This is an optimization exercise on Yosys and OpenROAD, whose aim is small area, not a production implementation.
The RTL was checked by simulation tests, not by an equivalence proof against the original design.
No activity file was given, so power comes from the tool's default toggle rates.

===== flow/run.sh =====
#!/bin/bash
# synth_recipe.tcl (not shown) runs the flow's synth.tcl, then flattens the netlist and writes it again
# the make line also repeats each setting of config.mk as NAME=value (left out here)
make -C /OpenROAD-flow-scripts/flow DESIGN_CONFIG=/design/flow/config.mk WORK_HOME=/design/flow/orfs CLKGATE_MAP_FILE= SYNTH_SCRIPT=/design/flow/synth_recipe.tcl finish

===== flow/config.mk =====
export PLATFORM = sky130hd
export DESIGN_NAME = uart
export DESIGN_NICKNAME = uart
export VERILOG_FILES = /design/flow/design.v
export SDC_FILE = /design/flow/constraint.sdc
export NUM_CORES = 8
export LEC_CHECK = 0
export CAP_MARGIN = 20
export CORE_MARGIN = 2
export CORE_UTILIZATION = 40
export SLEW_MARGIN = 20

===== flow/constraint.sdc =====
create_clock -name core_clock -period 5.0 [get_ports {clk}]
set_input_delay 1.0000 -clock core_clock [delete_from_list [all_inputs] [get_ports {clk}]]
set_output_delay 1.0000 -clock core_clock [all_outputs]
set_load 0.01 [all_outputs]

===== flow/design.v =====
module LUT2 #(parameter [3:0] INIT = 4'h0) (input I0, I1, output O);
  assign O = INIT[{I1, I0}];
endmodule
module LUT3 #(parameter [7:0] INIT = 8'h00) (input I0, I1, I2, output O);
  assign O = INIT[{I2, I1, I0}];
endmodule
module LUT4 #(parameter [15:0] INIT = 16'h0000) (input I0, I1, I2, I3, output O);
  assign O = INIT[{I3, I2, I1, I0}];
endmodule
module MUXF5 (input I0, I1, S, output O);
  assign O = S ? I1 : I0;
endmodule
module MUXF6 (input I0, I1, S, output O);
  assign O = S ? I1 : I0;
endmodule
module MUXCY (input DI, CI, S, output O);
  assign O = S ? CI : DI;
endmodule
module XORCY (input LI, CI, output O);
  assign O = LI ^ CI;
endmodule
module MULT_AND (input I0, I1, output LO);
  assign LO = I0 & I1;
endmodule
module FD (input GSR, input D, C, output reg Q);
  always @(posedge C)
    if (GSR) Q <= 1'b0;
    else     Q <= D;
endmodule
module FDE (input GSR, input D, CE, C, output reg Q);
  always @(posedge C)
    if (GSR)     Q <= 1'b0;
    else if (CE) Q <= D;
endmodule
module FDR (input GSR, input D, R, C, output reg Q);
  always @(posedge C)
    if (GSR | R) Q <= 1'b0;
    else         Q <= D;
endmodule
module FDRE (input GSR, input D, CE, R, C, output reg Q);
  always @(posedge C)
    if (GSR | R) Q <= 1'b0;
    else if (CE) Q <= D;
endmodule
module FDRS (input GSR, input D, R, S, C, output reg Q);
  always @(posedge C)
    if (GSR | R) Q <= 1'b0;
    else if (S)  Q <= 1'b1;
    else         Q <= D;
endmodule
module SRL16E #(parameter [15:0] INIT = 16'h0000) (input GSR, input D, CE, CLK, A0, A1, A2, A3, output Q);
  reg [15:0] sr;
  always @(posedge CLK)
    if (GSR)     sr <= INIT;
    else if (CE) sr <= {sr[14:0], D};
  assign Q = sr[{A3, A2, A1, A0}];
endmodule
`timescale 1 ps / 1ps
module bbfifo_16x8
       (gsr, data_in,
   	data_out,
   	reset,
   	write,
   	read,
   	full,
		half_full,
	   data_present,
      clk);
input 	[7:0] 	data_in;
output 	[7:0] 	data_out;
input 		reset;
input 		write; 
input 		read;
output 		full;
output 		half_full;
output 		data_present;
input 		clk;
input gsr;   
wire [3:0] 	pointer;
wire [3:0] 	next_count;
wire [3:0] 	half_count;
wire [2:0] 	count_carry;
wire 		pointer_zero;
wire 		pointer_full;
wire 		decode_data_present;
wire 		data_present_int;
wire 		valid_write;
     SRL16E #(.INIT(16'h0000)) data_srl_0 
     ( .GSR(gsr),   	.D(data_in[0]),
            .CE(valid_write),
            .CLK(clk),
            .A0(pointer[0]),
            .A1(pointer[1]),
            .A2(pointer[2]),
            .A3(pointer[3]),
            .Q(data_out[0]) ) ; 
     SRL16E #(.INIT(16'h0000)) data_srl_1 
     ( .GSR(gsr),   	.D(data_in[1]),
            .CE(valid_write),
            .CLK(clk),
            .A0(pointer[0]),
            .A1(pointer[1]),
            .A2(pointer[2]),
            .A3(pointer[3]),
            .Q(data_out[1]) ) ; 
     SRL16E #(.INIT(16'h0000)) data_srl_2 
     ( .GSR(gsr),   	.D(data_in[2]),
            .CE(valid_write),
            .CLK(clk),
            .A0(pointer[0]),
            .A1(pointer[1]),
            .A2(pointer[2]),
            .A3(pointer[3]),
            .Q(data_out[2]) ) ; 
     SRL16E #(.INIT(16'h0000)) data_srl_3 
     ( .GSR(gsr),   	.D(data_in[3]),
            .CE(valid_write),
            .CLK(clk),
            .A0(pointer[0]),
            .A1(pointer[1]),
            .A2(pointer[2]),
            .A3(pointer[3]),
            .Q(data_out[3]) ) ; 
     SRL16E #(.INIT(16'h0000)) data_srl_4 
     ( .GSR(gsr),   	.D(data_in[4]),
            .CE(valid_write),
            .CLK(clk),
            .A0(pointer[0]),
            .A1(pointer[1]),
            .A2(pointer[2]),
            .A3(pointer[3]),
            .Q(data_out[4]) ) ; 
     SRL16E #(.INIT(16'h0000)) data_srl_5 
     ( .GSR(gsr),   	.D(data_in[5]),
            .CE(valid_write),
            .CLK(clk),
            .A0(pointer[0]),
            .A1(pointer[1]),
            .A2(pointer[2]),
            .A3(pointer[3]),
            .Q(data_out[5]) ) ; 
     SRL16E #(.INIT(16'h0000)) data_srl_6
     ( .GSR(gsr),   	.D(data_in[6]),
            .CE(valid_write),
            .CLK(clk),
            .A0(pointer[0]),
            .A1(pointer[1]),
            .A2(pointer[2]),
            .A3(pointer[3]),
            .Q(data_out[6]) ) ; 
     SRL16E #(.INIT(16'h0000)) data_srl_7 
     ( .GSR(gsr),   	.D(data_in[7]),
            .CE(valid_write),
            .CLK(clk),
            .A0(pointer[0]),
            .A1(pointer[1]),
            .A2(pointer[2]),
            .A3(pointer[3]),
            .Q(data_out[7]) ) ; 
     FDRE register_bit_0
     ( .GSR(gsr), 	.D(next_count[0]),
            .Q(pointer[0]),
            .CE(data_present_int),
            .R(reset),
            .C(clk) );
     LUT4 #(.INIT(16'h6606)) count_lut_0
     ( 	.I0(pointer[0]),
            .I1(read),
            .I2(pointer_zero),
            .I3(write),
            .O(half_count[0]) ) ;
     FDRE register_bit_1
     ( .GSR(gsr), 	.D(next_count[1]),
            .Q(pointer[1]),
            .CE(data_present_int),
            .R(reset),
            .C(clk) );
     LUT4 #(.INIT(16'h6606)) count_lut_1
     ( 	.I0(pointer[1]),
            .I1(read),
            .I2(pointer_zero),
            .I3(write),
            .O(half_count[1]) ) ;
     FDRE register_bit_2
     ( .GSR(gsr), 	.D(next_count[2]),
            .Q(pointer[2]),
            .CE(data_present_int),
            .R(reset),
            .C(clk) );
     LUT4 #(.INIT(16'h6606)) count_lut_2
     ( 	.I0(pointer[2]),
            .I1(read),
            .I2(pointer_zero),
            .I3(write),
            .O(half_count[2]) ) ;
     FDRE register_bit_3
     ( .GSR(gsr), 	.D(next_count[3]),
            .Q(pointer[3]),
            .CE(data_present_int),
            .R(reset),
            .C(clk) );
     LUT4 #(.INIT(16'h6606)) count_lut_3
     ( 	.I0(pointer[3]),
            .I1(read),
            .I2(pointer_zero),
            .I3(write),
            .O(half_count[3]) ) ;
     	MUXCY count_muxcy_0
      ( 	.DI(pointer[0]),
            .CI(valid_write),
            .S(half_count[0]),
            .O(count_carry[0]) );
     	XORCY count_xor_0
      ( 	.LI(half_count[0]),
            .CI(valid_write),
            .O(next_count[0]) );
      MUXCY count_muxcy_1 
      ( 	.DI(pointer[1]),
            .CI(count_carry[0]),
            .S(half_count[1]),
            .O(count_carry[1]) );
      XORCY count_xor_1
      ( 	.LI(half_count[1]),
            .CI(count_carry[0]),
            .O(next_count[1]) );
	MUXCY count_muxcy_2 
      ( 	.DI(pointer[2]),
            .CI(count_carry[1]),
            .S(half_count[2]),
            .O(count_carry[2]) );
      XORCY count_xor_2
      ( 	.LI(half_count[2]),
            .CI(count_carry[1]),
            .O(next_count[2]) );
      XORCY count_xor
      ( 	.LI(half_count[3]),
            .CI(count_carry[2]),
            .O(next_count[3]) );
  	LUT4 #(.INIT(16'h0001)) zero_lut
	( 	.I0(pointer[0]),
            .I1(pointer[1]),
            .I2(pointer[2]),
            .I3(pointer[3]),
            .O(pointer_zero ) ) ;
  	LUT4 #(.INIT(16'h8000)) full_lut
	( 	.I0(pointer[0]),
            .I1(pointer[1]),
            .I2(pointer[2]),
            .I3(pointer[3]),
            .O(pointer_full ) ) ;
  	LUT4 #(.INIT(16'hBFA0)) dp_lut
  	( 	.I0(write),
            .I1(read),
            .I2(pointer_zero),
            .I3(data_present_int),
            .O(decode_data_present ) ) ;
	FDR dp_flop
	( .GSR(gsr), 	.D(decode_data_present),
            .Q(data_present_int),
            .R(reset),
            .C(clk) );
  	LUT3 #(.INIT(8'hC4)) valid_lut
  	( 	.I0(pointer_full),
            .I1(write),
            .I2(read),
            .O(valid_write ) ) ;
  	assign full = pointer_full;  
	assign half_full = pointer[3];  
  	assign data_present = data_present_int;	 
endmodule
`timescale 1 ps / 1ps
module kcuart_tx
     (gsr, data_in,
      send_character,
      en_16_x_baud,
      serial_out,
      Tx_complete,
      clk);
input 	[7:0]	data_in;
input       	send_character;
input       	en_16_x_baud;
output		serial_out;
output		Tx_complete;
input 		clk;
input gsr;   
wire 		data_01;
wire 		data_23;
wire 		data_45;
wire 		data_67;
wire 		data_0123;
wire 		data_4567;
wire 		data_01234567;
wire 	[2:0] 	bit_select;
wire 	[2:0] 	next_count;
wire 	[2:0] 	mask_count;
wire 	[2:0] 	mask_count_carry;
wire 	[2:0] 	count_carry;
wire 		ready_to_start;
wire 		decode_Tx_start;
wire 		Tx_start;
wire 		decode_Tx_run;
wire 		Tx_run;
wire 		decode_hot_state;
wire 		hot_state;
wire 		hot_delay;
wire 		Tx_bit;
wire 		decode_Tx_stop;
wire 		Tx_stop;
wire 		decode_Tx_complete;
  	LUT4 #(.INIT(16'hE4FF))mux1_lut
  	  ( .I0(bit_select[0]),
   	    .I1(data_in[0]),
            .I2(data_in[1]),
            .I3(Tx_run),
            .O(data_01) ) ;
  	LUT4 #(.INIT(16'hE4FF)) mux2_lut 
  	(   .I0(bit_select[0]),
            .I1(data_in[2]),
            .I2(data_in[3]),
            .I3(Tx_run),
            .O(data_23) ) ;
  	LUT4 #(.INIT(16'hE4FF)) mux3_lut
  	   (.I0(bit_select[0]),
            .I1(data_in[4]),
            .I2(data_in[5]),
            .I3(Tx_run),
            .O(data_45) ) ;
  	LUT4 #(.INIT(16'hE4FF)) mux4_lut
  	   (.I0(bit_select[0]),
            .I1(data_in[6]),
            .I2(data_in[7]),
            .I3(Tx_run),
            .O(data_67) ) ;
  	MUXF5 mux5_muxf5
  		(		.I1(data_23),
            .I0(data_01),
            .S(bit_select[1]),
            .O(data_0123) );
  	MUXF5 mux6_muxf5
  		( 		.I1(data_67),
            .I0(data_45),
            .S(bit_select[1]),
            .O(data_4567) );
  	MUXF6 mux7_muxf6
  		(		.I1(data_4567),
            .I0(data_0123),
            .S(bit_select[2]),
            .O(data_01234567) );
  	FDRS pipeline_serial
   	( .GSR(gsr),   .D(data_01234567),
            .Q(serial_out),
            .R(Tx_start),
            .S(Tx_stop),
            .C(clk) ) ;
	FDRE register_bit_0
   	( .GSR(gsr),.D(next_count[0]),
         .Q(bit_select[0]),
         .CE(en_16_x_baud),
         .R(Tx_start),
         .C(clk) );
	LUT2 #(.INIT(4'h8)) count_lut_0
     	(.I0(bit_select[0]),
         .I1(Tx_run),
         .O(mask_count[0]) ) ;
   MULT_AND mask_and_0
   	(.I0(bit_select[0]),
       	 .I1(Tx_run),
         .LO(mask_count_carry[0]) );
	MUXCY count_muxcy_0
   	( .DI(mask_count_carry[0]),
         .CI(Tx_bit),
         .S(mask_count[0]),
         .O(count_carry[0]) );
	XORCY count_xor_0
   	(.LI(mask_count[0]),
         .CI(Tx_bit),
         .O(next_count[0]) );
	FDRE register_bit_1
     	( .GSR(gsr),.D(next_count[1]),
         .Q(bit_select[1]),
         .CE(en_16_x_baud),
         .R(Tx_start),
         .C(clk) );
	LUT2 #(.INIT(4'h8)) count_lut_1
     	(.I0(bit_select[1]),
         .I1(Tx_run),
         .O(mask_count[1]) ) ;
   MULT_AND mask_and_1
     	( 	.I0(bit_select[1]),
         .I1(Tx_run),
         .LO(mask_count_carry[1]) );
	MUXCY count_muxcy_1
   	( 	.DI(mask_count_carry[1]),
         .CI(count_carry[0]),
         .S(mask_count[1]),
         .O(count_carry[1]) );
	XORCY count_xor_1
     	( 	.LI(mask_count[1]),
         .CI(count_carry[0]),
         .O(next_count[1]) );
	FDRE register_bit_2
     	( .GSR(gsr), 	.D(next_count[2]),
         .Q(bit_select[2]),
         .CE(en_16_x_baud),
         .R(Tx_start),
         .C(clk) );
  	LUT2 #(.INIT(4'h8)) count_lut_2
   	( 	.I0(bit_select[2]),
         .I1(Tx_run),
         .O(mask_count[2]) ) ;
	MULT_AND mask_and_2
     	( 	.I0(bit_select[2]),
         .I1(Tx_run),
         .LO(mask_count_carry[2]) );
	MUXCY count_muxcy_2
   	( 	.DI(mask_count_carry[2]),
         .CI(count_carry[1]),
         .S(mask_count[2]) ,
         .O(count_carry[2]) );
	XORCY count_xor_2
		( 	.LI(mask_count[2]),
         .CI(count_carry[1]),
         .O(next_count[2]) );
  	LUT3 #(.INIT(8'h10)) ready_lut
  		( 	.I0(Tx_run),
         .I1(Tx_start),
         .I2(send_character),
         .O(ready_to_start ) ) ;
  	LUT4 #(.INIT(16'h0190)) start_lut
  		( 	.I0(Tx_bit),
         .I1(Tx_stop),
         .I2(ready_to_start),
         .I3(Tx_start),
         .O(decode_Tx_start ) ) ;
  	FDE Tx_start_reg
  	( .GSR(gsr),	.D(decode_Tx_start),
      .Q(Tx_start),
      .CE(en_16_x_baud),
      .C(clk) );
  	LUT4 #(.INIT(16'h1540)) run_lut
  	( 	.I0(count_carry[2]),
      .I1(Tx_bit),
      .I2(Tx_start),
      .I3(Tx_run),
		.O(decode_Tx_run ) ) ;
  	FDE Tx_run_reg
  	( .GSR(gsr),	.D(decode_Tx_run),
      .Q(Tx_run),
      .CE(en_16_x_baud),
      .C(clk) );
  	LUT3 #(.INIT(8'h94)) hot_state_lut
  	(	.I0(Tx_stop),
      .I1(ready_to_start),
      .I2(Tx_bit),
      .O(decode_hot_state) ) ;
  	FDE hot_state_reg
  	( .GSR(gsr),	.D(decode_hot_state),
      .Q(hot_state),
      .CE(en_16_x_baud),
      .C(clk) );
  	SRL16E  #(.INIT(16'h0000)) delay14_srl
  	( .GSR(gsr),	.D(hot_state),
      .CE(en_16_x_baud),
      .CLK(clk),
      .A0(1'b1),
      .A1(1'b0),
      .A2(1'b1),
      .A3(1'b1),
      .Q(hot_delay) ) ;
  	FDE Tx_bit_reg
  	( .GSR(gsr),	.D(hot_delay),
     	.Q(Tx_bit),
      .CE(en_16_x_baud),
      .C(clk) );
  	LUT4 #(.INIT(16'h0180)) stop_lut
  	(	.I0(Tx_bit),
      .I1(Tx_run),
      .I2(count_carry[2]),
      .I3(Tx_stop),	  
      .O(decode_Tx_stop) ) ;
  FDE Tx_stop_reg
  ( .GSR(gsr), 	    .D(decode_Tx_stop),
            .Q(Tx_stop),
            .CE(en_16_x_baud),
            .C(clk) );
  LUT2 #(.INIT(4'h8)) complete_lut
  ( 	    .I0(count_carry[2]),
            .I1(en_16_x_baud),
            .O(decode_Tx_complete) ) ;
  FD Tx_complete_reg
  ( .GSR(gsr), 	     .D(decode_Tx_complete),
             .Q(Tx_complete),
             .C(clk) );
endmodule
`timescale 1 ps / 1ps
module kcuart_rx
     (gsr, serial_in,
      data_out,
      data_strobe,
      en_16_x_baud,
      clk);
input 		serial_in;
output [7:0] 	data_out;
output 		data_strobe;
input 		en_16_x_baud;
input 		clk;
input gsr;   
wire 		sync_serial        ;
wire 		stop_bit           ;
wire 	[7:0] 	data_int     ;
wire 	[7:0] 	data_delay   ;
wire 		start_delay        ;
wire 		start_bit          ;
wire 		edge_delay         ;
wire 		start_edge         ;
wire 		decode_valid_char  ;
wire 		valid_char         ;
wire 		decode_purge       ;
wire 		purge              ;
wire 	[8:0] 	valid_srl_delay   ;
wire 	[8:0] 	valid_reg_delay   ;
wire 		decode_data_strobe ;
FD sync_reg
( .GSR(gsr), 	.D(serial_in),
      .Q(sync_serial),
      .C(clk) );
FD stop_reg
( .GSR(gsr), 	.D(sync_serial),
      .Q(stop_bit),
      .C(clk) );
	SRL16E #(.INIT(16'h0000)) delay15_srl_0
	( .GSR(gsr),  	.D(data_int[1]),
	      .CE(en_16_x_baud),
      	.CLK(clk),
	      .A0(1'b0),
	      .A1(1'b1),
	      .A2(1'b1),
	      .A3(1'b1),
	      .Q(data_delay[0] )) ;
       SRL16E #(.INIT(16'h0000)) delay15_srl_1
       ( .GSR(gsr),   	.D(data_int[2]),
            .CE(en_16_x_baud),
            .CLK(clk),
            .A0(1'b0),
            .A1(1'b1),
            .A2(1'b1),
            .A3(1'b1),
            .Q(data_delay[1] )) ;
      SRL16E #(.INIT(16'h0000)) delay15_srl_2
      ( .GSR(gsr),   	.D(data_int[3]),
            .CE(en_16_x_baud),
            .CLK(clk),
            .A0(1'b0),
            .A1(1'b1),
            .A2(1'b1),
            .A3(1'b1),
            .Q(data_delay[2] )) ;
      SRL16E #(.INIT(16'h0000)) delay15_srl_3
      ( .GSR(gsr),   	.D(data_int[4]),
            .CE(en_16_x_baud),
            .CLK(clk),
            .A0(1'b0),
            .A1(1'b1),
            .A2(1'b1),
            .A3(1'b1),
            .Q(data_delay[3] )) ;
      SRL16E #(.INIT(16'h0000)) delay15_srl_4
      ( .GSR(gsr),   	.D(data_int[5]),
            .CE(en_16_x_baud),
            .CLK(clk),
            .A0(1'b0),
            .A1(1'b1),
            .A2(1'b1),
            .A3(1'b1),
            .Q(data_delay[4] )) ;
      SRL16E #(.INIT(16'h0000)) delay15_srl_5
      ( .GSR(gsr),   	.D(data_int[6]),
            .CE(en_16_x_baud),
            .CLK(clk),
            .A0(1'b0),
            .A1(1'b1),
            .A2(1'b1),
            .A3(1'b1),
            .Q(data_delay[5] )) ;
      SRL16E #(.INIT(16'h0000)) delay15_srl_6
      ( .GSR(gsr),   	.D(data_int[7]),
            .CE(en_16_x_baud),
            .CLK(clk),
            .A0(1'b0),
            .A1(1'b1),
            .A2(1'b1),
            .A3(1'b1),
            .Q(data_delay[6] )) ;
	SRL16E #(.INIT(16'h0000)) delay15_srl_7
      ( .GSR(gsr),   	.D(stop_bit),
            .CE(en_16_x_baud),
            .CLK(clk),
            .A0(1'b0),
            .A1(1'b1),
            .A2(1'b1),
            .A3(1'b1),
            .Q(data_delay[7]) ) ;
	FDE data_reg_0
      ( .GSR(gsr), 	.D(data_delay[0]),
            .Q(data_int[0]),
            .CE(en_16_x_baud),
            .C(clk) );
	FDE data_reg_1
      ( .GSR(gsr), 	.D(data_delay[1]),
		.Q(data_int[1]),
            .CE(en_16_x_baud),
            .C(clk) );
	FDE data_reg_2
      ( .GSR(gsr), 	.D(data_delay[2]),
            .Q(data_int[2]),
            .CE(en_16_x_baud),
            .C(clk) );
	FDE data_reg_3
      ( .GSR(gsr), 	.D(data_delay[3]),
            .Q(data_int[3]),
            .CE(en_16_x_baud),
            .C(clk) );
	FDE data_reg_4
      ( .GSR(gsr), 	.D(data_delay[4]),
            .Q(data_int[4]),
            .CE(en_16_x_baud),
            .C(clk) );
	FDE data_reg_5
      ( .GSR(gsr), 	.D(data_delay[5]),
            .Q(data_int[5]),
            .CE(en_16_x_baud),
            .C(clk) );
	FDE data_reg_6
      ( .GSR(gsr), 	.D(data_delay[6]),
            .Q(data_int[6]),
            .CE(en_16_x_baud),
            .C(clk) );
	FDE data_reg_7
      ( .GSR(gsr), 	.D(data_delay[7]),
            .Q(data_int[7]),
            .CE(en_16_x_baud),
            .C(clk) );
  assign data_out = data_int;
  	SRL16E #(.INIT(16'h0000)) start_srl
  	( .GSR(gsr),   	.D(data_int[0]),
            .CE(en_16_x_baud),
            .CLK(clk),
            .A0(1'b0),
            .A1(1'b1),
            .A2(1'b1),
            .A3(1'b1),
            .Q(start_delay ) ) ;
	FDE start_reg
   	( .GSR(gsr), 	.D(start_delay),
            .Q(start_bit),
            .CE(en_16_x_baud),
            .C(clk) );
  	SRL16E #(.INIT(16'h0000)) edge_srl
  	( .GSR(gsr),   	.D(start_bit),
            .CE(en_16_x_baud),
            .CLK(clk),
            .A0(1'b1),
            .A1(1'b0),
            .A2(1'b1),
            .A3(1'b0),
            .Q(edge_delay ) ) ;
  	FDE edge_reg
   	( .GSR(gsr), 	.D(edge_delay),
            .Q(start_edge),
            .CE(en_16_x_baud),
            .C(clk) );
  	LUT4 #(.INIT(16'h0040)) valid_lut
	( 	.I0(purge),
            .I1(stop_bit),
            .I2(start_edge),
            .I3(edge_delay),
            .O(decode_valid_char ) ) ;  
  	FDE valid_reg
   	( .GSR(gsr), 	.D(decode_valid_char),
            .Q(valid_char),
            .CE(en_16_x_baud),
            .C(clk) );
  	LUT3 #(.INIT(8'h54)) purge_lut
  	( 	.I0(valid_reg_delay[8]),
            .I1(valid_char),
            .I2(purge),
            .O(decode_purge ) ) ;
  	FDE purge_reg
   	( .GSR(gsr), 	.D(decode_purge),
            .Q(purge),
            .CE(en_16_x_baud),
            .C(clk) );
	SRL16E #(.INIT(16'h0000)) valid_delay15_srl_0
      ( .GSR(gsr),   	.D(valid_char),
            .CE(en_16_x_baud),
            .CLK(clk),
            .A0(1'b0),
            .A1(1'b1),
            .A2(1'b1),
            .A3(1'b1),
            .Q(valid_srl_delay[0] ) ) ;
	SRL16E #(.INIT(16'h0000)) valid_delay16_srl_1
      ( .GSR(gsr),   	.D(valid_reg_delay[0]),
            .CE(en_16_x_baud),
            .CLK(clk),
            .A0(1'b1),
            .A1(1'b1),
            .A2(1'b1),
            .A3(1'b1),
            .Q(valid_srl_delay[1] ) ) ;
	SRL16E #(.INIT(16'h0000)) valid_delay16_srl_2
      ( .GSR(gsr),   	.D(valid_reg_delay[1]),
            .CE(en_16_x_baud),
            .CLK(clk),
            .A0(1'b1),
            .A1(1'b1),
            .A2(1'b1),
            .A3(1'b1),
            .Q(valid_srl_delay[2] ) ) ;
	SRL16E #(.INIT(16'h0000)) valid_delay16_srl_3
      ( .GSR(gsr),   	.D(valid_reg_delay[2]),
            .CE(en_16_x_baud),
            .CLK(clk),
            .A0(1'b1),
            .A1(1'b1),
            .A2(1'b1),
            .A3(1'b1),
            .Q(valid_srl_delay[3] ) ) ;
	SRL16E #(.INIT(16'h0000)) valid_delay16_srl_4
      ( .GSR(gsr),   	.D(valid_reg_delay[3]),
            .CE(en_16_x_baud),
            .CLK(clk),
            .A0(1'b1),
            .A1(1'b1),
            .A2(1'b1),
            .A3(1'b1),
            .Q(valid_srl_delay[4] ) ) ;
	SRL16E #(.INIT(16'h0000)) valid_delay16_srl_5
      ( .GSR(gsr),   	.D(valid_reg_delay[4]),
            .CE(en_16_x_baud),
            .CLK(clk),
            .A0(1'b1),
            .A1(1'b1),
            .A2(1'b1),
            .A3(1'b1),
            .Q(valid_srl_delay[5] ) ) ;
	SRL16E #(.INIT(16'h0000)) valid_delay16_srl_6
      ( .GSR(gsr),   	.D(valid_reg_delay[5]),
            .CE(en_16_x_baud),
            .CLK(clk),
            .A0(1'b1),
            .A1(1'b1),
            .A2(1'b1),
            .A3(1'b1),
            .Q(valid_srl_delay[6] ) ) ;
	SRL16E #(.INIT(16'h0000)) valid_delay16_srl_7
      ( .GSR(gsr),   	.D(valid_reg_delay[6]),
            .CE(en_16_x_baud),
            .CLK(clk),
            .A0(1'b1),
            .A1(1'b1),
            .A2(1'b1),
            .A3(1'b1),
            .Q(valid_srl_delay[7] ) ) ;
	SRL16E #(.INIT(16'h0000)) valid_delay16_srl_8
      ( .GSR(gsr),   	.D(valid_reg_delay[7]),
            .CE(en_16_x_baud),
            .CLK(clk),
            .A0(1'b1),
            .A1(1'b1),
            .A2(1'b1),
            .A3(1'b1),
            .Q(valid_srl_delay[8] ) ) ;
     	FDE valid_data_reg_0
      ( .GSR(gsr), 	.D(valid_srl_delay[0]),
            .Q(valid_reg_delay[0]),
            .CE(en_16_x_baud),
            .C(clk) );
	FDE valid_data_reg_1
      ( .GSR(gsr), 	.D(valid_srl_delay[1]),
            .Q(valid_reg_delay[1]),
            .CE(en_16_x_baud),
            .C(clk) );
	FDE valid_data_reg_2
      ( .GSR(gsr), 	.D(valid_srl_delay[2]),
            .Q(valid_reg_delay[2]),
            .CE(en_16_x_baud),
            .C(clk) );
     	FDE valid_data_reg_3
     	( .GSR(gsr), 	.D(valid_srl_delay[3]),
            .Q(valid_reg_delay[3]),
            .CE(en_16_x_baud),
            .C(clk) );
     	FDE valid_data_reg_4
     	( .GSR(gsr), 	.D(valid_srl_delay[4]),
            .Q(valid_reg_delay[4]),
            .CE(en_16_x_baud),
            .C(clk) );
     	FDE valid_data_reg_5
     	( .GSR(gsr), 	.D(valid_srl_delay[5]),
            .Q(valid_reg_delay[5]),
            .CE(en_16_x_baud),
            .C(clk) );
	FDE valid_data_reg_6
      ( .GSR(gsr), 	.D(valid_srl_delay[6]),
            .Q(valid_reg_delay[6]),
            .CE(en_16_x_baud),
            .C(clk) );
     FDE valid_data_reg_7
     ( .GSR(gsr), 	.D(valid_srl_delay[7]),
            .Q(valid_reg_delay[7]),
            .CE(en_16_x_baud),
            .C(clk) );
     FDE valid_data_reg_8
     ( .GSR(gsr), 	.D(valid_srl_delay[8]),
            .Q(valid_reg_delay[8]),
            .CE(en_16_x_baud),
            .C(clk) );
		LUT2 #(.INIT(4'h8)) strobe_lut
  		( 		.I0(valid_char),
         	.I1(en_16_x_baud),
            .O(decode_data_strobe ) ) ;
  		FD strobe_reg
   	( .GSR(gsr), 		.D(decode_data_strobe),
            .Q(data_strobe),
            .C(clk) );
endmodule
`timescale 1 ps / 1ps
module uart_tx
(
input [7:0] 	data_in,
input 	write_buffer,
input 	reset_buffer,
input   en_16_x_baud,
output 	serial_out,
output 	buffer_full,
output 	buffer_half_full,
input 	clk,
input   gsr   
);
wire [7:0] 	fifo_data_out;
wire  	fifo_data_present;
wire  	fifo_read;
kcuart_tx kcuart
(	.data_in(fifo_data_out),
    	.send_character(fifo_data_present),
    	.en_16_x_baud(en_16_x_baud),
    	.serial_out(serial_out),
    	.Tx_complete(fifo_read),
    	.clk(clk),
    	.gsr(gsr));
bbfifo_16x8 buf_0
(	.data_in(data_in),
    	.data_out(fifo_data_out),
    	.reset(reset_buffer),
    	.write(write_buffer),
    	.read(fifo_read),
    	.full(buffer_full),
    	.half_full(buffer_half_full),
    	.data_present(fifo_data_present),
    	.clk(clk),
    	.gsr(gsr));
endmodule
`timescale 1 ps / 1ps
module uart_rx
(	
input 	serial_in,
output [7:0] data_out,
input 	read_buffer,
input 	reset_buffer,
input 	en_16_x_baud,
output 	buffer_data_present,
output 	buffer_full,
output 	buffer_half_full,
input 	clk,
input   gsr   
);
wire [7:0] uart_data_out;
wire  fifo_write;
kcuart_rx kcuart
(	.serial_in(serial_in),
    	.data_out(uart_data_out),
    	.data_strobe(fifo_write),
    	.en_16_x_baud(en_16_x_baud),
    	.clk(clk),
    	.gsr(gsr));
bbfifo_16x8 buf_0
(	.data_in(uart_data_out),
    	.data_out(data_out),
    	.reset(reset_buffer),
    	.write(fifo_write),
    	.read(read_buffer),
    	.full(buffer_full),
    	.half_full(buffer_half_full),
    	.data_present(buffer_data_present),
    	.clk(clk),
    	.gsr(gsr));
endmodule
module uart (
  input        clk,
  input        rst,               
  input        en_16_x_baud,      
  input  [7:0] tx_data_in,
  input        tx_write_buffer,
  input        tx_reset_buffer,
  output       tx_serial_out,
  output       tx_buffer_full,
  output       tx_buffer_half_full,
  input        rx_serial_in,
  output [7:0] rx_data_out,
  input        rx_read_buffer,
  input        rx_reset_buffer,
  output       rx_buffer_data_present,
  output       rx_buffer_full,
  output       rx_buffer_half_full
);
  uart_tx transmit (
    .data_in(tx_data_in),
    .write_buffer(tx_write_buffer),
    .reset_buffer(tx_reset_buffer),
    .en_16_x_baud(en_16_x_baud),
    .serial_out(tx_serial_out),
    .buffer_full(tx_buffer_full),
    .buffer_half_full(tx_buffer_half_full),
    .clk(clk),
    .gsr(rst));
  uart_rx receive (
    .serial_in(rx_serial_in),
    .data_out(rx_data_out),
    .read_buffer(rx_read_buffer),
    .reset_buffer(rx_reset_buffer),
    .en_16_x_baud(en_16_x_baud),
    .buffer_data_present(rx_buffer_data_present),
    .buffer_full(rx_buffer_full),
    .buffer_half_full(rx_buffer_half_full),
    .clk(clk),
    .gsr(rst));
endmodule

==> impl_summary.txt, run 1 <==
----------------------------------------------------
[Outcome]
  Status ... complete, no violations

[Power and ir drop]
  Share of total power in combinational logic ... 3.0%
  Worst IR drop on VDD ... about 300 µV
  Sequential cell fraction of total power ... 49.6%
  Total design power ... 9.65 mW
  Leakage power ... around 9.7 nW
  Net switching power figure ... approximately 2.1 mW
  Net switching share of the total power ... about a fifth
  Proportion of power drawn by the clock network ... 47.4%
  Int Pwr ... 7.59 mW
  Cell Pwr Density ... 370 nW/µm²

[CTS]
  Post-CTS Hold Buffers ... 0
  Deepest clock path buffer count ... 3
  H-tree depth ... 2
  Clock slew at reported path FFs ... 0.06 ns
  TritonCTS Sinks ... 598
  Post-CTS setup buffer count ... 0
  Cts bufs inserted ... 60
  Post-cts resize count ... 0
  TritonCTS clock tree ... built
  Cell at the root of the clock tree ... sky130_fd_sc_hd__clkbuf_16
  Clock insertion delay at the later pin of the skew report ... 0.62 ns

[Synthesis]
  Ys async rst share ... 0%
  Portion of netlist area occupied by mux cells ... approximately a fifth
  Leading area contributor after synthesis ... sky130_fd_sc_hd__dfxtp_1
  Yosys warning total ... 6
  Number of nets in the synthesized netlist ... about 2600
  Mean Syn Cell Area ... about 9.2 µm²
  Mapped Cells ... 2536
  Post-Syn Area ... 23300 µm²
  Cell variety after synth ... 48
  Combinational family with the most area after synthesis ... multiplexers
  Primary flip-flop cell chosen by synthesis mapping ... sky130_fd_sc_hd__dfxtp_1
  Top area cells in the synthesized netlist ... sky130_fd_sc_hd__dfxtp_1 51%, sky130_fd_sc_hd__mux2i_1 16%, sky130_fd_sc_hd__nand2_1 8.8%
  Area share of xor/xnor cells in the synthesized design ... 0%
  Simple-gate share of the synthesized area ... 16.0%
  Compound-gate portion of the synthesized area ... 7.82%
  Proportion of synthesized chip area in sequential cells ... 51.3%
  Post-synthesis sequential element count ... 598
  EDFF count, synth ... 0
  Adder and majority cell fraction of the synthesized area ... less than 1%
  Area share of the largest cell type after synthesis ... between 50% and 60%

[STA]
  Layout Skew ... about 0.022 ns
  Aggregate negative setup slack ... 0 ns
  Final-report hold violation count ... 0
  Clock period minus final worst setup slack ... 4.18 ns
  Worst max-slew margin expressed relative to the limit ... 32.1%
  Unrepaired setup endpoints after global routing ... false
  Count of pins over their slew limit ... 0
  Tightest Pin Transition ... 1.02 ns
  Setup-violating endpoint count in the final report ... 0
  Maximum operating frequency ... 0.239 GHz
  Share of the clock period used by the worst path ... 83.6%

[Floorplan]
  Placeable core region ... 57700 µm²
  Effective utilization at floorplan ... 40.4%
  Row count ... 88
  Vert. Die Dim ... 245 µm
  Total die area ... 60200 µm²
  Horiz. Die Dim ... 245 µm
  Top Ports ... 30

[Route]
  DRT antenna net count ... 0
  Aggregate routed wire length ... between 40 and 50 mm
  Vias ... ~16000
  Via density per instance ... 5.01
  Number of detailed-route iterations in the first pass ... 5
  Avg WL per Cell ... 12.9 µm
  Drt first-iter violations ... 1096
  Post-detailed-route DRC marker count ... 0

[Placed design]
  Dpl cells ... 3149
  Placer's final routability congestion estimate ... 0.765
  Port Buffers ... 29
  Detail Placement HPWL ... 24.8 mm

[Critical path]
  Crit path from ... receive.buf_0.register_bit_1.Q
  Most prevalent standard cell on the critical path ... sky130_fd_sc_hd__mux4_2
  Sequence of cells on the critical path ... buf_4 > mux4_2 > mux4_2 > clkdlybuf4s50_1
  Family of cells with the greatest summed delay on the critical path ... buffers and inverters
  Startpoint of the lowest-slack register-to-register path ... transmit.kcuart.register_bit_1.Q
  Worst-path maximum fanout ... 21
  Sum of buffers and inverters on the critical path ... 2
  Critical Path Max Stage Delay ... 0.78 ns
  Critical path class ... flop to output port
  Critical path capture point type ... output port
  Crit path max-delay cell type ... sky130_fd_sc_hd__dfxtp_1
  Arrival time worst endpoint ... 3.18 ns
  Category of the worst setup path launch point ... flop
  Worst path required time ... around 4.0 ns

[Layout]
  NumNets Final ... between 2000 and 2500
  Layout-stage area growth over the synthesis result ... 11.8%
  Fillers ... 5485
  Commonest cells after routing, fill and taps aside ... 595 x sky130_fd_sc_hd__dfxtp_1, 548 x sky130_fd_sc_hd__nand2_1, 382 x sky130_fd_sc_hd__mux2i_1
  Fraction of final layout cells sized beyond drive strength 1 ... 7.25%
  Diodes inserted ... 0
  Final instance count without filler cells ... 3263
  Leading cell type in the layout, fill and taps excluded ... sky130_fd_sc_hd__dfxtp_1

[Global routing]
  Vias in the first global route ... 15500
  Maximum number of pins on one net before global-route repair ... 140
  Number of antenna violations at the first check in global routing ... 0
  GRT Total Usage ... 13.9%
  Global-route wire length before repair ... ~73 mm
  Global-route congestion overflow total ... 0

[Worst hold path]
  Source of the worst hold timing path ... receive.buf_0.data_srl_1.sr[15]
  Path class of the lowest-slack min-delay path ... flop to flop

[Job]
  Max-cap violations ... 0

----------------------------------------------------
final cells by class:
cell class,instances,area (µm²),area share [%]
timing repair buffer,52,586,2.25
tap,765,957,3.67
clock inverter,29,312,1.20
sequential,598,12000,46.0
clock buffer,84,1760,6.76
inverter,12,45.0,0.173
multi-input combinational,1723,10400,40.0
power by group through the flow:
| stage | Clock (mW) | Sequential, mW | Combinational, mW |
|---|---|---|---|
| after floorplan | 0 | 4.89 | 0.237 |
| after global placement | 0 | 4.89 | 0.288 |
| after detailed placement | 0 | 4.89 | 0.292 |
| after CTS | 4.73 | 4.79 | 0.292 |
| after global routing | 4.92 | 4.78 | 0.316 |
| final | 4.57 | 4.79 | 0.290 |
Yosys cell counts, types with 4 or more instances:
| master | count |
|---|---|
| sky130_fd_sc_hd__a211oi_1 | 4 |
| sky130_fd_sc_hd__a21oi_1 | 275 |
| sky130_fd_sc_hd__a22oi_1 | 13 |
| sky130_fd_sc_hd__a31oi_1 | 9 |
| sky130_fd_sc_hd__a41oi_1 | 4 |
| sky130_fd_sc_hd__and2_1 | 4 |
| sky130_fd_sc_hd__buf_1 | 10 |
| sky130_fd_sc_hd__buf_2 | 73 |
| sky130_fd_sc_hd__buf_4 | 11 |
| sky130_fd_sc_hd__clkbuf_1 | 106 |
| sky130_fd_sc_hd__dfxtp_1 | 598 |
| sky130_fd_sc_hd__ha_1 | 5 |
| sky130_fd_sc_hd__inv_1 | 12 |
| sky130_fd_sc_hd__mux2i_1 | 382 |
| sky130_fd_sc_hd__mux4_2 | 39 |
| sky130_fd_sc_hd__nand2_1 | 548 |
| sky130_fd_sc_hd__nand2b_1 | 5 |
| sky130_fd_sc_hd__nand3_1 | 9 |
| sky130_fd_sc_hd__nand4_1 | 9 |
| sky130_fd_sc_hd__nor2_1 | 339 |
| sky130_fd_sc_hd__nor2b_1 | 9 |
| sky130_fd_sc_hd__nor3_1 | 9 |
| sky130_fd_sc_hd__o21ai_0 | 21 |
| sky130_fd_sc_hd__o22ai_1 | 5 |
layer usage:
metal | wire length, µm | part of all wire [%] | global-route usage (%)
met3 | 1340 | 3.2 | 2.13
met5 | 0 | 0 | 0
met2 | 19000 | 45 | 22.9
met1 | 20800 | 49 | 18.6
met4 | 1030 | 2.4 | 5.06
kinds of logic after synthesis:
kind of cell	count (synthesis)
adder cells (fa/ha/maj)	5
flip-flops	598
AO/OA/AOI/OAI	343
multiplexers	425
buffers and inverters	215
AND/OR/NAND/NOR	950
stage by stage:
stage | instance area [µm²] | hold slack (ns) | util, % | setup WS [ns]
after detailed placement | 24000 | 0.447 | 41.5 | 1.41
after global placement | 24000 | 0.440 | 41.5 | 1.47
after global routing | 26100 | 0.469 | 45.2 | 0.669
after CTS | 26000 | 0.451 | 45.1 | 0.748
after floorplan | 23300 | 0.414 | - | 2.24
final | 26100 | 0.453 | 45.2 | 0.818
tightest hold or removal path, cell delays in order (launching register included):
cell and delay (ns):
sky130_fd_sc_hd__dfxtp_1 0.31, sky130_fd_sc_hd__nand2_1 0.05, sky130_fd_sc_hd__a21oi_1 0.05
path summary, 6_finish.rpt:
kind         slack, ns                                 to  depth (start not counted)
max reg2reg       2.23  transmit.kcuart.pipeline_serial.Q                          7
min reg2reg       0.45    receive.buf_0.data_srl_1.sr[15]                          2
min               0.45    receive.buf_0.data_srl_1.sr[15]                          2
max               0.82                     rx_data_out[2]                          4
==> inputs of run 2 (changes only) <==
==> flow/design.v (replaced) <==
module bbfifo_16x8 (
  input        clk,
  input        gsr,
  input  [7:0] data_in,
  output [7:0] data_out,
  input        reset,
  input        write,
  input        read,
  output       full,
  output       half_full,
  output       data_present
);
  reg [127:0] sr;
  reg [3:0]   pointer;
  reg         dp;
  wire pz = (pointer == 4'd0);
  wire valid_write = write & (~full | read);
  always @(posedge clk)
    if (valid_write) sr <= {sr[119:0], data_in};
  always @(posedge clk)
    if (gsr | reset) begin
      pointer <= 4'd0;
      dp      <= 1'b0;
    end else if (dp) begin
      if (pz & ~write) begin
        pointer <= 4'd0;
        if (read) dp <= 1'b0;
      end else
        pointer <= pointer + {3'b000, valid_write} - {3'b000, read};
    end else
      dp <= write;
  assign data_out     = sr[{pointer, 3'b000} +: 8];
  assign full         = &pointer;
  assign half_full    = pointer[3];
  assign data_present = dp;
endmodule
module kcuart_tx (
  input        clk,
  input        gsr,
  input  [7:0] data_in,
  input        send_character,
  input        en_16_x_baud,
  output reg   serial_out,
  output reg   Tx_complete
);
  reg [3:0] state;
  reg [3:0] phase;
  wire idle     = (state == 4'd9);
  wire bit_end  = en_16_x_baud & (&phase);
  always @(posedge clk)
    if (gsr) begin
      state <= 4'd9;
      phase <= 4'd0;
    end else begin
      if (en_16_x_baud & ~idle) phase <= phase + 4'd1;
      if (idle) begin
        if (en_16_x_baud & send_character) state <= 4'd15;
      end else if (bit_end) begin
        if (state == 4'd8) state <= send_character ? 4'd15 : 4'd9;
        else               state <= state + 4'd1;
      end
    end
  always @(posedge clk) begin
    serial_out  <= ~gsr & (state != 4'd15) & (state[3] | data_in[state[2:0]]);
    Tx_complete <= ~gsr & bit_end & (state == 4'd7);
  end
endmodule
module kcuart_rx (
  input            clk,
  input            gsr,
  input            serial_in,
  output reg [7:0] data_out,
  output reg       data_strobe,
  input            en_16_x_baud
);
  reg       sync_serial, stop_bit;
  reg       armed;     
  reg       active;
  reg [7:0] count;     
  wire sample = active & (count[3:0] == 4'd7) & (count[7:4] >= 4'd1) & (count[7:4] <= 4'd8);
  wire done   = active & (count == 8'd150);
  always @(posedge clk) begin
    sync_serial <= ~gsr & serial_in;
    stop_bit    <= ~gsr & sync_serial;
    data_strobe <= ~gsr & en_16_x_baud & done;
  end
  always @(posedge clk)
    if (gsr) begin
      armed  <= 1'b0;
      active <= 1'b0;
      count  <= 8'd0;
    end else if (en_16_x_baud) begin
      if (active) begin
        count <= count + 8'd1;
        if (done) begin
          active <= 1'b0;
          armed  <= 1'b1;
        end
      end else begin
        armed <= stop_bit;
        if (armed & ~stop_bit) begin
          active <= 1'b1;
          count  <= 8'd0;
        end
      end
    end
  always @(posedge clk)
    if (en_16_x_baud & sample) data_out <= {stop_bit, data_out[7:1]};
endmodule
module uart_tx (
  input  [7:0] data_in,
  input        write_buffer,
  input        reset_buffer,
  input        en_16_x_baud,
  output       serial_out,
  output       buffer_full,
  output       buffer_half_full,
  input        clk,
  input        gsr
);
  wire [7:0] fifo_data_out;
  wire       fifo_data_present;
  wire       fifo_read;
  kcuart_tx kcuart (
    .clk(clk), .gsr(gsr), .data_in(fifo_data_out), .send_character(fifo_data_present),
    .en_16_x_baud(en_16_x_baud), .serial_out(serial_out), .Tx_complete(fifo_read));
  bbfifo_16x8 buf_0 (
    .clk(clk), .gsr(gsr), .data_in(data_in), .data_out(fifo_data_out), .reset(reset_buffer),
    .write(write_buffer), .read(fifo_read), .full(buffer_full), .half_full(buffer_half_full),
    .data_present(fifo_data_present));
endmodule
module uart_rx (
  input        serial_in,
  output [7:0] data_out,
  input        read_buffer,
  input        reset_buffer,
  input        en_16_x_baud,
  output       buffer_data_present,
  output       buffer_full,
  output       buffer_half_full,
  input        clk,
  input        gsr
);
  wire [7:0] uart_data_out;
  wire       fifo_write;
  kcuart_rx kcuart (
    .clk(clk), .gsr(gsr), .serial_in(serial_in), .data_out(uart_data_out),
    .data_strobe(fifo_write), .en_16_x_baud(en_16_x_baud));
  bbfifo_16x8 buf_0 (
    .clk(clk), .gsr(gsr), .data_in(uart_data_out), .data_out(data_out), .reset(reset_buffer),
    .write(fifo_write), .read(read_buffer), .full(buffer_full), .half_full(buffer_half_full),
    .data_present(buffer_data_present));
endmodule
module uart (
  input        clk,
  input        rst,               
  input        en_16_x_baud,      
  input  [7:0] tx_data_in,
  input        tx_write_buffer,
  input        tx_reset_buffer,
  output       tx_serial_out,
  output       tx_buffer_full,
  output       tx_buffer_half_full,
  input        rx_serial_in,
  output [7:0] rx_data_out,
  input        rx_read_buffer,
  input        rx_reset_buffer,
  output       rx_buffer_data_present,
  output       rx_buffer_full,
  output       rx_buffer_half_full
);
  uart_tx transmit (
    .data_in(tx_data_in),
    .write_buffer(tx_write_buffer),
    .reset_buffer(tx_reset_buffer),
    .en_16_x_baud(en_16_x_baud),
    .serial_out(tx_serial_out),
    .buffer_full(tx_buffer_full),
    .buffer_half_full(tx_buffer_half_full),
    .clk(clk),
    .gsr(rst));
  uart_rx receive (
    .serial_in(rx_serial_in),
    .data_out(rx_data_out),
    .read_buffer(rx_read_buffer),
    .reset_buffer(rx_reset_buffer),
    .en_16_x_baud(en_16_x_baud),
    .buffer_data_present(rx_buffer_data_present),
    .buffer_full(rx_buffer_full),
    .buffer_half_full(rx_buffer_half_full),
    .clk(clk),
    .gsr(rst));
endmodule
--- a/flow/config.mk
+++ b/flow/config.mk
@@ -8,4 +8,5 @@
 export CAP_MARGIN = 20
 export CORE_MARGIN = 2
 export CORE_UTILIZATION = 40
+export CTS_BUF_LIST = sky130_fd_sc_hd__clkbuf_4
 export SLEW_MARGIN = 20
==> run 2 against run 1 <==
  * Still clean
  * Power decreased by 48%
  * Synthesized cell count decreased by 76%
  * Non-clock buffer count decreased by 11
  * Sequential share of layout area increased by 17 points
  * Maximum frequency decreased by 2.0%
  * Die area decreased by 49%
  * Clock-buffer cell count increased by 33
==> impl_summary.txt, run 2 <==
----------------------------------------------------
[Floorplan]
  Row count ... 62 (-30%)
  Total die area ... 30800 µm² (-49%)
  Placeable core region ... 28900 µm² (-50%)
  Vert. Die Dim ... 176 µm (-28%)
  Horiz. Die Dim ... 176 µm (-28%)
  Effective utilization at floorplan ... 40.8% (+0.36 points)
  Top Ports ... 30 (unchanged)

[Synthesis]
  Mapped Cells ... 604 (-76%)
  Mean Syn Cell Area ... 19.5 µm² (+110%)
  Area share of the largest cell type after synthesis ... 67.4% (+16 points)
  Yosys warning total ... 3 (-3)
  Most repeated cell in the gate-level netlist after synthesis ... sky130_fd_sc_hd__edfxtp_1
  EDFF count, synth ... 264 (+264)
  Proportion of synthesized chip area in sequential cells ... 73.0% (+22 points)
  Ys async rst share ... 0% (unchanged)
  Cell variety after synth ... 52 (+8.3%)
  Primary flip-flop cell chosen by synthesis mapping ... sky130_fd_sc_hd__edfxtp_1
  Post-Syn Area ... 11800 µm² (-50%)
  Leading area contributor after synthesis ... sky130_fd_sc_hd__edfxtp_1
  Top area cells in the synthesized netlist ... sky130_fd_sc_hd__edfxtp_1 67%, sky130_fd_sc_hd__mux4_2 12%, sky130_fd_sc_hd__dfxtp_1 5.6%
  Post-synthesis sequential element count ... 297 (-50%)
  Ranking of synthesized cells by instance count ... 264 x sky130_fd_sc_hd__edfxtp_1, 63 x sky130_fd_sc_hd__mux4_2, 33 x sky130_fd_sc_hd__dfxtp_1
  Number of nets in the synthesized netlist ... 638 (-75%)

[Layout]
  Commonest cells after routing, fill and taps aside ... 264 x sky130_fd_sc_hd__edfxtp_1, 117 x sky130_fd_sc_hd__clkbuf_4, 63 x sky130_fd_sc_hd__mux4_2
  Largest registers ranked by flip-flop count ... receive.buf_0.sr (128), transmit.buf_0.sr (128)
  Fillers ... 2443 (-55%)
  Leading cell type in the layout, fill and taps excluded ... sky130_fd_sc_hd__edfxtp_1
  NumNets Final ... 735 (-70%)
  Fraction of final layout cells sized beyond drive strength 1 ... 27.9% (+21 points)
  Finished layout cell area ... 13600 µm² (-48%)
  Final instance count without filler cells ... 1140 (-65%)
  Layout-stage area growth over the synthesis result ... 15.2%

[CTS]
  Deepest clock path buffer count ... 3 (unchanged)
  TritonCTS clock tree ... built
  TritonCTS Sinks ... 297 (-50%)
  H-tree depth ... 3 (+1)
  Clock slew at reported path FFs ... 0.07 ns (about the same)
  Cts bufs inserted ... 79 (+32%)
  Post-CTS Hold Buffers ... 0 (unchanged)
  Clock insertion delay at the later pin of the skew report ... 0.68 ns (+0.06 ns)
  Cell at the root of the clock tree ... sky130_fd_sc_hd__clkbuf_4
  Post-cts resize count ... 0 (unchanged)
  Post-CTS setup buffer count ... 0 (unchanged)

[Route]
  Aggregate routed wire length ... 20.8 mm (-51%)
  Number of detailed-route iterations in the first pass ... 7 (+2)
  Drt first-iter violations ... 424 (-61%)
  Post-detailed-route DRC marker count ... 0 (unchanged)
  Via density per instance ... 5.26 (+4.9%)
  Avg WL per Cell ... 18.3 µm (+41%)
  Vias ... 5995 (-63%)
  DRT antenna net count ... 0 (unchanged)

[Worst hold path]
  Hold Path Stages ... 0 (-2)
  Path class of the lowest-slack min-delay path ... flop to flop
  Source of the worst hold timing path ... transmit.buf_0.sr[55]

[Critical path]
  Crit path from ... receive.buf_0.pointer[0]
  Category of the worst setup path launch point ... flop
  Cell depth of the worst flop-to-flop path ... 8 (+1)
  Arrival time worst endpoint ... 3.27 ns (+0.09 ns)
  Critical path class ... flop to output port
  Startpoint of the lowest-slack register-to-register path ... receive.buf_0.pointer[0]
  Worst-path maximum fanout ... 18 (-14%)
  Critical path capture point type ... output port
  Worst path required time ... 4.00 ns (about the same)

[Placed design]
  Placer's final routability congestion estimate ... 0.797 (+4.1%)
  Detail Placement HPWL ... 12.4 mm (-50%)
  Placement Setup Slack ... 1.37 ns (-0.0390 ns)
  Port Buffers ... 29 (unchanged)
  Post-placement cell area ... 12500 µm² (-48%)
  Dpl cells ... 1004 (-68%)

[Power and ir drop]
  Cell Pwr Density ... 371 nW/µm² (+0.25%)
  Proportion of power drawn by the clock network ... 42.4% (-5.0 points)
  Share of total power in combinational logic ... 2.1% (-0.9 points)
  Net switching power figure ... 1.05 mW (-49%)
  Sequential cell fraction of total power ... 55.5% (+5.9 points)
  Net switching share of the total power ... 20.9% (-0.46 points)
  Int Pwr ... 3.98 mW (-48%)
  Leakage power ... 4.50 nW (-53%)
  Worst IR drop on VDD ... 190 µV (-37%)

[Global routing]
  GRT Total Usage ... 13.8% (-0.10 points)
  Global-route congestion overflow total ... 0 (unchanged)
  Number of antenna violations at the first check in global routing ... 1 (+1)
  Global-route wire length before repair ... 33.7 mm (-54%)
  Vias in the first global route ... 6442 (-58%)
  Maximum number of pins on one net before global-route repair ... 97 (-31%)

[STA]
  Count of pins over their slew limit ... 0 (unchanged)
  Clock period minus final worst setup slack ... 4.27 ns (+0.0842 ns)
  Aggregate negative setup slack ... 0 ns (unchanged)
  Unrepaired setup endpoints after global routing ... false
  Tightest Pin Transition ... 1.03 ns (+0.00886 ns)
  Worst max-slew margin expressed relative to the limit ... 30.9% (-1.2 points)
  Share of the clock period used by the worst path ... 85.3% (+1.7 points)
  Worst path setup slack after routing ... 0.734 ns (-0.0842 ns)
  Layout Skew ... 0.0523 ns (+0.0304 ns)
  Final-report hold violation count ... 0 (unchanged)
  Maximum operating frequency ... 0.234 GHz (-2.0%)
  Setup-violating endpoint count in the final report ... 0 (unchanged)
  Worst hold-check slack ... 0.419 ns (-0.0342 ns)

[Outcome]
  Status ... complete, no violations

[Job]
  Max-cap violations ... 0 (unchanged)

----------------------------------------------------
## run 2: cell types whose count changed in the layout (fill, tap and decap cells not counted), moves of 15 or more
| cell | change |
|---|---|
| sky130_fd_sc_hd__edfxtp_1 | +264 |
| sky130_fd_sc_hd__dfxtp_1 | -564 |
| sky130_fd_sc_hd__clkinv_2 | -16 |
| sky130_fd_sc_hd__clkbuf_4 | +117 |
| sky130_fd_sc_hd__o21ai_0 | -15 |
| sky130_fd_sc_hd__mux4_2 | +24 |
| sky130_fd_sc_hd__nor2_1 | -319 |
| sky130_fd_sc_hd__clkbuf_8 | -17 |
| sky130_fd_sc_hd__nand2_1 | -522 |
| sky130_fd_sc_hd__a21oi_1 | -262 |
| sky130_fd_sc_hd__mux2i_1 | -378 |
| sky130_fd_sc_hd__clkbuf_16 | -60 |
## run 2: metal layers
metal	wire [µm]	share of wire (%)	GRT usage [%]
met5	0	0	0
met4	459	2.2	6.34
met3	835	4.0	3.42
met1	9260	45	18.2
met2	10200	49	21.9
## run 2: kinds of logic (layout without fill, tap and decap cells)
kind of cell | after synthesis | count (layout) | share of synthesized area (%)
AOI/OAI and AO/OA | 51 | 51 | 2.92
xor gates and xnor gates | 13 | 13 | 0.967
adders and majority gates | 18 | 18 | 2.04
buffers and inverters | 39 | 189 | 1.87
DFF | 297 | 297 | 73.0
muxes | 78 | 78 | 14.7
other | 0 | 2 | 0
and+or+nand+nor | 108 | 108 | 4.50
## run 2: area by class of cell
cell class | instances | area [µm²] | share of cell area (%)
Sequential cell | 297 | 8590 | 63.4
Timing Repair Buffer | 41 | 424 | 3.13
Clock inverter | 17 | 135 | 0.997
Clock buffer | 117 | 878 | 6.48
Tap cell | 384 | 480 | 3.54
Multi-Input combinational cell | 268 | 2990 | 22.1
Antenna cell | 2 | 5.00 | 0.0369
Inverter | 14 | 52.6 | 0.388
## run 2: through the flow
step                      util (%)  power [mW]
after CTS                     47.0        5.13
after global routing          47.0        5.27
after global placement        43.4        2.94
final                         47.0        5.03
after detailed placement      43.4        2.95
after floorplan                  -        2.90
## run 2: worst paths after layout
| kind | to | slack, ns |
|---|---|---|
| worst max-delay path | rx_data_out[6] | 0.73 |
| worst min-delay path | transmit.buf_0.sr[63] | 0.42 |
| worst max register to register | receive.buf_0.pointer[2] | 2.29 |
| worst min register to register | transmit.buf_0.sr[63] | 0.42 |
## run 2: worst max-delay path: stages, from the launching register on
cell and delay (ns):
sky130_fd_sc_hd__dfxtp_2 0.74, sky130_fd_sc_hd__buf_4 0.34, sky130_fd_sc_hd__mux4_2 0.52, sky130_fd_sc_hd__mux4_2 0.50, sky130_fd_sc_hd__clkdlybuf4s50_1 0.49
## run 2: power groups by stage
stage          combinational [mW]  clock (mW)  sequential, mW
6_report                    0.107        2.13            2.79
3_5_place_dp                0.110           0            2.84
4_1_cts                     0.109        2.22            2.79
2_1_floorplan              0.0711           0            2.83
3_3_place_gp                0.103           0            2.84
5_1_grt                     0.117        2.35            2.80
==> inputs of run 3 (changes only) <==
--- a/flow/config.mk
+++ b/flow/config.mk
@@ -8,5 +8,4 @@
 export CAP_MARGIN = 20
 export CORE_MARGIN = 2
 export CORE_UTILIZATION = 40
-export CTS_BUF_LIST = sky130_fd_sc_hd__clkbuf_4
 export SLEW_MARGIN = 20
==> run 3 against run 2 <==
  * Critical path type unchanged
  * Wire length fell by 3.1%
  * Synthesized area did not move
  * Clock skew fell by 0.033 ns
  * Cell count fell by 6.8%
  * Register-to-register slack got worse by 0.03 ns
  * Critical endpoint unchanged
  * Setup slack improved by 0.13 ns
  * Combinational power barely moved
  * Sequential cell count did not move
  * Still clean on timing, DRC and antenna
  * Core utilization fell by 0.17 points
  * Hold slack improved by 0.0079 ns
  * Via count fell by 5.7%
  * Critical path depth did not move
==> impl_summary.txt, run 3 <==
----------------------------------------------------
[Outcome]
  Status ... complete, no violations

[Critical path]
  Arrival time worst endpoint ... 3.14 ns (-0.13 ns)
  Sum of buffers and inverters on the critical path ... 2 (unchanged)
  Crit path max-delay cell type ... sky130_fd_sc_hd__dfxtp_2
  Critical Path Max Stage Delay ... 0.73 ns (about the same)
  Critical path capture point type ... output port
  Category of the worst setup path launch point ... flop
  Worst-path maximum fanout ... 18 (unchanged)
  Sequence of cells on the critical path ... buf_4 > mux4_2 > mux4_2 > clkdlybuf4s50_1
  Family of cells with the greatest summed delay on the critical path ... multiplexers
  Worst path required time ... 4.00 ns (about the same)
  Critical path class ... flop to output port
  Most prevalent standard cell on the critical path ... sky130_fd_sc_hd__mux4_2

[Synthesis]
  EDFF count, synth ... 264 (unchanged)
  Post-synthesis sequential element count ... 297 (unchanged)
  Combinational family with the most area after synthesis ... multiplexers
  Portion of netlist area occupied by mux cells ... 14.7% (unchanged)
  Leading area contributor after synthesis ... sky130_fd_sc_hd__edfxtp_1
  Yosys warning total ... 3 (unchanged)
  Most repeated cell in the gate-level netlist after synthesis ... sky130_fd_sc_hd__edfxtp_1
  Compound-gate portion of the synthesized area ... 2.92% (unchanged)
  Adder and majority cell fraction of the synthesized area ... 2.04% (unchanged)
  Area share of xor/xnor cells in the synthesized design ... 0.967% (unchanged)
  Top area cells in the synthesized netlist ... sky130_fd_sc_hd__edfxtp_1 67%, sky130_fd_sc_hd__mux4_2 12%, sky130_fd_sc_hd__dfxtp_1 5.6%
  Area share of the largest cell type after synthesis ... 67.4% (unchanged)
  Ys async rst share ... 0% (unchanged)
  Mean Syn Cell Area ... 19.5 µm² (unchanged)
  Number of nets in the synthesized netlist ... 638 (unchanged)
  Primary flip-flop cell chosen by synthesis mapping ... sky130_fd_sc_hd__edfxtp_1
  Ranking of synthesized cells by instance count ... 264 x sky130_fd_sc_hd__edfxtp_1, 63 x sky130_fd_sc_hd__mux4_2, 33 x sky130_fd_sc_hd__dfxtp_1
  Proportion of synthesized chip area in sequential cells ... 73.0% (unchanged)
  Simple-gate share of the synthesized area ... 4.50% (unchanged)
  Cell variety after synth ... 52 (unchanged)
  Post-Syn Area ... 11800 µm² (unchanged)
  Mapped Cells ... 604 (unchanged)

[CTS]
  Clock slew at reported path FFs ... 0.06 ns (about the same)
  Post-CTS Hold Buffers ... 0 (unchanged)
  Cell at the root of the clock tree ... sky130_fd_sc_hd__clkbuf_16
  Clock insertion delay at the later pin of the skew report ... 0.55 ns (-0.13 ns)
  TritonCTS Sinks ... 297 (unchanged)
  TritonCTS clock tree ... built
  Post-CTS setup buffer count ... 0 (unchanged)
  Deepest clock path buffer count ... 3 (unchanged)
  Post-cts resize count ... 0 (unchanged)
  Cts bufs inserted ... 31 (-61%)
  H-tree depth ... 1 (-2)

[Route]
  Avg WL per Cell ... 19.0 µm (+4.0%)
  Aggregate routed wire length ... 20.2 mm (-3.1%)
  Post-detailed-route DRC marker count ... 0 (unchanged)
  Number of detailed-route iterations in the first pass ... 5 (-2)
  Drt first-iter violations ... 565 (+33%)
  Vias ... 5651 (-5.7%)
  Via density per instance ... 5.32 (+1.2%)
  DRT antenna net count ... 0 (unchanged)

[STA]
  Setup-violating endpoint count in the final report ... 0 (unchanged)
  Share of the clock period used by the worst path ... 82.7% (-2.6 points)
  Worst path setup slack after routing ... 0.864 ns (+0.130 ns)
  Final-report hold violation count ... 0 (unchanged)
  Layout Skew ... 0.0194 ns (-0.0330 ns)
  Worst max-slew margin expressed relative to the limit ... 28.9% (-2.1 points)
  Count of pins over their slew limit ... 0 (unchanged)
  Unrepaired setup endpoints after global routing ... false
  Clock period minus final worst setup slack ... 4.14 ns (-0.130 ns)
  Aggregate negative setup slack ... 0 ns (unchanged)
  Tightest Pin Transition ... 1.06 ns (+0.0360 ns)
  Maximum operating frequency ... 0.242 GHz (+3.1%)

[Layout]
  Final instance count without filler cells ... 1062 (-6.8%)
  Final core occ ... 46.8% (-0.17 points)
  Fillers ... 2410 (-1.4%)
  Largest registers ranked by flip-flop count ... receive.buf_0.sr (128), transmit.buf_0.sr (128)
  Layout-stage area growth over the synthesis result ... 14.8%
  Fraction of final layout cells sized beyond drive strength 1 ... 19.9% (-7.9 points)
  Commonest cells after routing, fill and taps aside ... 264 x sky130_fd_sc_hd__edfxtp_1, 63 x sky130_fd_sc_hd__mux4_2, 31 x sky130_fd_sc_hd__clkbuf_16, 31 x sky130_fd_sc_hd__dfxtp_1, 29 x sky130_fd_sc_hd__clkdlybuf4s50_1
  Leading cell type in the layout, fill and taps excluded ... sky130_fd_sc_hd__edfxtp_1
  Diodes inserted ... 0 (-2)
  NumNets Final ... 687 (-6.5%)

[Global routing]
  GRT Total Usage ... 13.3% (-0.54 points)
  Global-route congestion overflow total ... 0 (unchanged)
  Maximum number of pins on one net before global-route repair ... 97 (unchanged)
  Number of antenna violations at the first check in global routing ... 0 (-1)
  Vias in the first global route ... 5946 (-7.7%)
  Global-route wire length before repair ... 32.8 mm (-2.5%)

[Power and ir drop]
  Total design power ... 5.05 mW (+0.37%)
  Cell Pwr Density ... 374 nW/µm² (+0.74%)
  Net switching share of the total power ... 20.2% (-0.69 points)
  Proportion of power drawn by the clock network ... 42.6% (+0.2 points)
  Int Pwr ... 4.03 mW (+1.2%)
  Net switching power figure ... 1.02 mW (-3.0%)
  Leakage power ... 4.39 nW (-2.5%)
  Share of total power in combinational logic ... 2.1% (about the same)
  Worst IR drop on VDD ... 261 µV (+38%)
  Sequential cell fraction of total power ... 55.3% (-0.2 points)

[Placed design]
  Detail Placement HPWL ... 12.4 mm (unchanged)
  Placer's final routability congestion estimate ... 0.797 (unchanged)
  Dpl cells ... 1004 (unchanged)
  Port Buffers ... 29 (unchanged)
  Placement Setup Slack ... 1.37 ns (unchanged)

[Worst hold path]
  Path class of the lowest-slack min-delay path ... flop to flop

[Job]
  Max-cap violations ... 0 (unchanged)

[Floorplan]
  Placeable core region ... 28900 µm² (unchanged)
  Row count ... 62 (unchanged)
  Horiz. Die Dim ... 176 µm (unchanged)
  Total die area ... 30800 µm² (unchanged)
  Vert. Die Dim ... 176 µm (unchanged)
  Top Ports ... 30 (unchanged)
  Effective utilization at floorplan ... 40.8% (unchanged)

----------------------------------------------------
## run 3: cell counts after synthesis
Identical to the previous run, type by type.
## run 3: kinds of logic after synthesis
| family | count (synthesis) |
|---|---|
| and+or+nand+nor | 108 |
| muxes | 78 |
| buffers and inverters | 39 |
| xor gates and xnor gates | 13 |
| DFF | 297 |
| AOI/OAI and AO/OA | 51 |
| adders and majority gates | 18 |
## run 3: final timing paths
kind / startpoint / endpoint / slack (ns) / depth (start not counted)
setup / recovery: receive.buf_0.pointer[0] / rx_data_out[6] / 0.86 / 4
hold / removal: receive.kcuart.data_out[0] / receive.buf_0.sr[0] / 0.43 / 0
setup reg to reg: receive.buf_0.pointer[1] / receive.buf_0.pointer[2] / 2.26 / 8
hold reg to reg: receive.kcuart.data_out[0] / receive.buf_0.sr[0] / 0.43 / 0
## run 3: final cells by class
| class | count | area, µm² | share of cell area (%) |
|---|---|---|---|
| clock buffer | 37 | 818 | 6.06 |
| clock inverter | 21 | 145 | 1.07 |
| sequential | 297 | 8590 | 63.6 |
| tap | 384 | 480 | 3.56 |
| timing repair buffer | 41 | 429 | 3.18 |
| inverter | 14 | 52.6 | 0.389 |
| multi-input combinational | 268 | 2990 | 22.1 |
## run 3: stage by stage
stage | hold slack, ns | instance area (µm²)
6_report | 0.426 | 13500
3_3_place_gp | 0.407 | 12500
3_5_place_dp | 0.419 | 12500
4_1_cts | 0.426 | 13500
5_1_grt | 0.441 | 13500
2_1_floorplan | 0.400 | 11800
## run 3: metal layers
metal | track usage [%] | part of all wire (%)
met2 | 22.3 | 49
met3 | 2.73 | 4.3
met4 | 3.10 | 1.6
met1 | 18.0 | 45
met5 | 0 | 0
## run 3: worst register-to-register path, cell delays in order (launching register included)
cell                        delay [ns]
sky130_fd_sc_hd__dfxtp_1          0.57
sky130_fd_sc_hd__buf_4            0.45
sky130_fd_sc_hd__and3_1           0.39
sky130_fd_sc_hd__o21ai_0          0.14
sky130_fd_sc_hd__ha_1             0.25
sky130_fd_sc_hd__fa_1             0.42
sky130_fd_sc_hd__xor2_1           0.17
sky130_fd_sc_hd__a2bb2oi_1        0.13
sky130_fd_sc_hd__nor3_1           0.06
## run 3: power by group through the flow
stage               sequential (mW)  combinational, mW  clock [mW]
floorplan                      2.83             0.0711           0
global placement               2.84              0.103           0
detailed placement             2.84              0.110           0
CTS                            2.79              0.110        2.23
global route                   2.80              0.118        2.33
finish                         2.79              0.108        2.15

separate check: timing with driven ports:
In the flow no input, the clock included, has a driving cell. The finished layouts below were timed again as built, in two steps. Step 1 sets driving cells, clkbuf_16 on the clock port and buf_2 on the other inputs (assumed; they add their load-dependent delay and slew). Step 2 also shifts input and output timing later by t, the mid clock arrival at the registers, as if the neighbouring blocks saw the same clock. Three values: ideal, step 1, step 2; two values: the first two.
| run | shift t [ns] | setup WS [ns] | pins driven straight from the clock port |
|---|---|---|---|
| run 1 | 0.665 | 0.818 / 0.763 / 1.428 | 1 |
| run 2 | 0.699 | 0.734 / 0.693 / 1.391 | 1 |
| run 3 | 0.593 | 0.864 / 0.814 / 1.408 | 1 |
After both steps every run listed still meets setup and hold.
